Source: an optimization exercise on an open RTL-to-GDS flow (aim: small area, a short achievable clock period and few clock cycles). Production flows keep margins and buffers that such runs may drop.
The RTL was checked by simulation tests, not by an equivalence proof against the original design.

## lane 1
==> module mext_top, before the edit <==
module mext_top (
    input  logic        rst_n,           
    input  logic        clk,             
    input  logic [31:0] alu_operand_1,
    input  logic [31:0] alu_operand_2,
    input  logic [3:0]  alu_m_ops,
    input  logic        stall_i,
    input  logic        flush_i,
    output logic        mul_req_o,
    output logic        mul_ack_o,
    output logic [31:0] alu_m_result_o
);
localparam int LK = 2;          
localparam int K  = 1 << LK;    
localparam int DW = 32 + K;      
localparam int CW = 4;           
logic [3:0]  op;
logic [31:0] a, b;
assign op = alu_m_ops;
assign a  = alu_operand_1;
assign b  = alu_operand_2;
logic is_div, is_mul, div_sgn, a_neg, b_neg, b_zero;
assign is_div  = op[3];
assign is_mul  = ~op[3] & op[2];
assign div_sgn = is_div & ~op[0];
assign a_neg   = div_sgn & a[31];
assign b_neg   = div_sgn & b[31];
assign b_zero  = (b == 32'd0);
logic        xa, xb;
logic [63:0] ms, mc;
assign xa = ~(op[1] & op[0]) & a[31];
assign xb = ~op[1] & b[31];
mul33cs u_mul (.a({xa, a}), .b({xb, b}), .s(ms), .c(mc));
logic [31:0] a_abs, b_abs;
assign a_abs = a_neg ? (~a + 32'd1) : a;
assign b_abs = b_neg ? (~b + 32'd1) : b;
logic [5:0] lza, lzb;
lzc32 u_lza (.x(a_neg ? ~a : a), .n(lza));
lzc32 u_lzb (.x(b_neg ? ~b : b), .n(lzb));
logic signed [7:0] nbits;
assign nbits = $signed({2'b0, lzb}) - $signed({2'b0, lza}) + $signed({7'b0, a_neg}) + 8'sd1;
logic div_now;       
assign div_now = b_zero | (nbits <= 2);
logic [CW-1:0] ncyc;
logic [5:0]    shamt;
always_comb begin
    ncyc  = '0;
    shamt = 6'd1;
    if (!div_now) begin
        shamt = (6'(nbits - 8'sd3) | 6'(K - 1)) + 6'd2;
        ncyc  = CW'((shamt - 6'd1) >> LK);
    end
end
logic [DW-1:0] b_al;
assign b_al = DW'({{(DW-32){1'b0}}, b_abs} << shamt);
logic          held_ff, ack_ff;
logic [CW-1:0] cnt_ff;
logic [63:0]   s_ff;        
logic [63:0]   c_ff;        
logic [1:0]    sel_ff;      
logic          neg_ff;      
logic take;
assign take = ~stall_i;
logic          iter;
logic [31:0]   r_it, q_it;
logic [DW-1:0] d_cur;
assign iter  = (cnt_ff != '0);
assign d_cur = c_ff[DW-1:0];
always_comb begin
    logic [DW-1:0] t;
    logic [32:0]   diff;
    logic          ge;
    r_it = s_ff[31:0];
    q_it = s_ff[63:32];
    for (int j = 0; j < K; j++) begin
        t    = d_cur >> j;
        diff = {1'b0, r_it} - {1'b0, t[31:0]};
        ge   = ~diff[32] & (t[DW-1:32] == '0);
        if (ge) r_it = diff[31:0];
        q_it = {q_it[30:0], ge};
    end
end
always_ff @(posedge clk or negedge rst_n) begin
    if (~rst_n) begin
        held_ff <= 1'b0;
        ack_ff  <= 1'b0;
    end else if (flush_i) begin
        held_ff <= 1'b0;
        ack_ff  <= 1'b0;
    end else if (take) begin
        held_ff <= is_div | is_mul;
        ack_ff  <= is_mul | (is_div & div_now);
    end else begin
        ack_ff  <= ack_ff | (held_ff & (cnt_ff == CW'(1)));
    end
end
always_ff @(posedge clk) begin
    if (take) begin
        cnt_ff <= is_div ? ncyc : '0;
        sel_ff <= {is_div, is_div ? op[1] : (op[1:0] != 2'b00)};
        neg_ff <= op[1] ? a_neg : ((a_neg ^ b_neg) & ~b_zero);
        if (is_div) begin
            s_ff           <= {{32{b_zero}}, a_abs};
            c_ff[DW-1:0]   <= b_al;
        end else begin
            s_ff           <= ms;
            c_ff[DW-1:0]   <= mc[DW-1:0];
        end
        c_ff[63:DW] <= mc[63:DW];
    end else if (iter) begin
        cnt_ff       <= cnt_ff - CW'(1);
        s_ff         <= {q_it, r_it};
        c_ff[DW-1:0] <= d_cur >> K;
    end
end
logic [63:0] prod;
assign prod = s_ff + c_ff;
logic [31:0] rlast, qlast;
always_comb begin
    logic [DW-1:0] t;
    logic [32:0]   diff;
    logic          ge;
    rlast = s_ff[31:0];
    qlast = s_ff[63:32];
    for (int j = 0; j < 2; j++) begin
        t    = d_cur >> j;
        diff = {1'b0, rlast} - {1'b0, t[31:0]};
        ge   = ~diff[32] & (t[DW-1:32] == '0);
        if (ge) rlast = diff[31:0];
        qlast = {qlast[30:0], ge};
    end
end
logic [31:0] dv, dv_o;
assign dv   = sel_ff[0] ? rlast : qlast;
assign dv_o = neg_ff ? (~dv + 32'd1) : dv;
assign alu_m_result_o = sel_ff[1] ? dv_o : (sel_ff[0] ? prod[63:32] : prod[31:0]);
assign mul_req_o      = held_ff;
assign mul_ack_o      = ack_ff;
endmodule
export LEC_CHECK = 0
export ABC_AREA = 1
export CAP_MARGIN = 20
export CORE_MARGIN = 2
export CORE_UTILIZATION = 40
export SETUP_SLACK_MARGIN = 5
export SLEW_MARGIN = 20
create_clock -name core_clock -period 14.5 [get_ports {clk}]
run.sh (not shown) runs the stock make flow with config.mk's settings and CLKGATE_MAP_FILE= SYNTH_SCRIPT=/design/flow/synth_recipe.tcl, a recipe that flattens the netlist after the stock synthesis.
Lane 1 was carried through to the last stage, and its layout satisfied the timing, DRC and antenna checks.
Testbench counts of lane 1, summed over its fixed seeds: cycles 15,872.
diff inputs: lane 1 => lane 2
--- a/flow/design.v
+++ b/flow/design.v
@@ -4180,13 +4180,20 @@
 mul33cs u_mul (.a({xa, a}), .b({xb, b}), .s(ms), .c(mc));
 logic [31:0] a_abs, b_abs;
 assign a_abs = a_neg ? (~a + 32'd1) : a;
 assign b_abs = b_neg ? (~b + 32'd1) : b;
-logic [5:0] lza, lzb;
-lzc32 u_lza (.x(a_neg ? ~a : a), .n(lza));
-lzc32 u_lzb (.x(b_neg ? ~b : b), .n(lzb));
+logic [31:0] a_oc, b_oc;
+logic [5:0]  lza, lzb;
+logic        a_p2, b_p2;
+assign a_oc = a_neg ? ~a : a;
+assign b_oc = b_neg ? ~b : b;
+lzc32 u_lza (.x(a_oc), .n(lza));
+lzc32 u_lzb (.x(b_oc), .n(lzb));
+assign a_p2 = a_neg & (((a_oc >> 1) & ~a_oc) == 32'd0);
+assign b_p2 = b_neg & (((b_oc >> 1) & ~b_oc) == 32'd0);
 logic signed [7:0] nbits;
-assign nbits = $signed({2'b0, lzb}) - $signed({2'b0, lza}) + $signed({7'b0, a_neg}) + 8'sd1;
+assign nbits = $signed({2'b0, lzb}) - $signed({2'b0, lza}) + $signed({7'b0, a_p2})
+             - $signed({7'b0, b_p2}) + 8'sd1;
 logic div_now;       
 assign div_now = b_zero | (nbits <= 2);
 logic [CW-1:0] ncyc;
 logic [5:0]    shamt;
@@ -4208,24 +4215,31 @@
 logic          neg_ff;      
 logic take;
 assign take = ~stall_i;
 logic          iter;
-logic [31:0]   r_it, q_it;
+logic [31:0]   r_it, q_it;       
+logic [31:0]   rlast, qlast;     
 logic [DW-1:0] d_cur;
 assign iter  = (cnt_ff != '0);
 assign d_cur = c_ff[DW-1:0];
 always_comb begin
     logic [DW-1:0] t;
     logic [32:0]   diff;
     logic          ge;
-    r_it = s_ff[31:0];
-    q_it = s_ff[63:32];
+    r_it  = s_ff[31:0];
+    q_it  = s_ff[63:32];
+    rlast = '0;
+    qlast = '0;
     for (int j = 0; j < K; j++) begin
         t    = d_cur >> j;
         diff = {1'b0, r_it} - {1'b0, t[31:0]};
         ge   = ~diff[32] & (t[DW-1:32] == '0);
         if (ge) r_it = diff[31:0];
         q_it = {q_it[30:0], ge};
+        if (j == 1) begin
+            rlast = r_it;
+            qlast = q_it;
+        end
     end
 end
 always_ff @(posedge clk or negedge rst_n) begin
     if (~rst_n) begin
@@ -4261,23 +4275,8 @@
     end
 end
 logic [63:0] prod;
 assign prod = s_ff + c_ff;
-logic [31:0] rlast, qlast;
-always_comb begin
-    logic [DW-1:0] t;
-    logic [32:0]   diff;
-    logic          ge;
-    rlast = s_ff[31:0];
-    qlast = s_ff[63:32];
-    for (int j = 0; j < 2; j++) begin
-        t    = d_cur >> j;
-        diff = {1'b0, rlast} - {1'b0, t[31:0]};
-        ge   = ~diff[32] & (t[DW-1:32] == '0);
-        if (ge) rlast = diff[31:0];
-        qlast = {qlast[30:0], ge};
-    end
-end
 logic [31:0] dv, dv_o;
 assign dv   = sel_ff[0] ? rlast : qlast;
 assign dv_o = neg_ff ? (~dv + 32'd1) : dv;
 assign alu_m_result_o = sel_ff[1] ? dv_o : (sel_ff[0] ? prod[63:32] : prod[31:0]);
Notes after the runs:
- Having completed the whole flow, lane 1 delivered a layout that passed the timing, DRC and antenna checks.
- Lane 2: no failed stages, no open violations at the end
- Diff lane 1 -> lane 2 | hold slack | decrease of 0.025 ns
- Lane 2 vs. lane 1: length of the first detailed-routing pass in iterations shrank by 1.
- Diff lane 1 -> lane 2: die area now larger, net count of the mapped netlist went up by about 1.8%, core footprint shows an increase of 2.0%.
- Setup slack: lane 2 vs lane 1 down 0.20 ns
- Between lane 1 and lane 2, the multi-input gate share of total cell area figures differ only marginally.
- Between lane 1 and lane 2, share of cell area taken by flip-flops and latches is higher for lane 1, lane 2 comes in under that.
- Lane 2 against lane 1: via count of the first global-routing pass rose 1877; relative area of non-clock buffer cells in the final design rose 0.51 points; met1 track demand over resource in global routing rose 3.8 points.
Testbench counts of lane 2, summed over its fixed seeds: cycles 15,731.

==> separate check: timing with driven ports <==
How much do the figures lean on ideal ports? The routed layouts below were timed once more, with nothing changed but the port constraints.
Step 1, drivers: a clkbuf_16 drives clk and a buf_2 each remaining input, both assumed.
Step 2 adds t to the input delays and takes it off the output delays; t is the mean of the earliest and latest rising clock arrival at the registers after step 1. Input paths then give back, and output paths get back, about the clock's delay inside the block.
Three values: ideal, step 1, step 2; two values: the first two.
| run | shift t [ns] | setup WS [ns] | worst setup path after step 2 | latest minus earliest clock arrival (ns) | cell pins on the clock port's net |
|---|---|---|---|---|---|
| lane 1 | 0.544 | 5.174 / 5.120 / 4.712 | input to register | 0.020 / 0.020 | 1 |
| lane 2 | 0.515 | 4.977 / 4.918 / 4.527 | input to register | 0.014 / 0.014 | 1 |
After both steps setup and hold are still met in every run listed. The setup slack of lane 1, which loses most, moves by -0.054 ns with the drivers and by -0.462 ns with both steps.
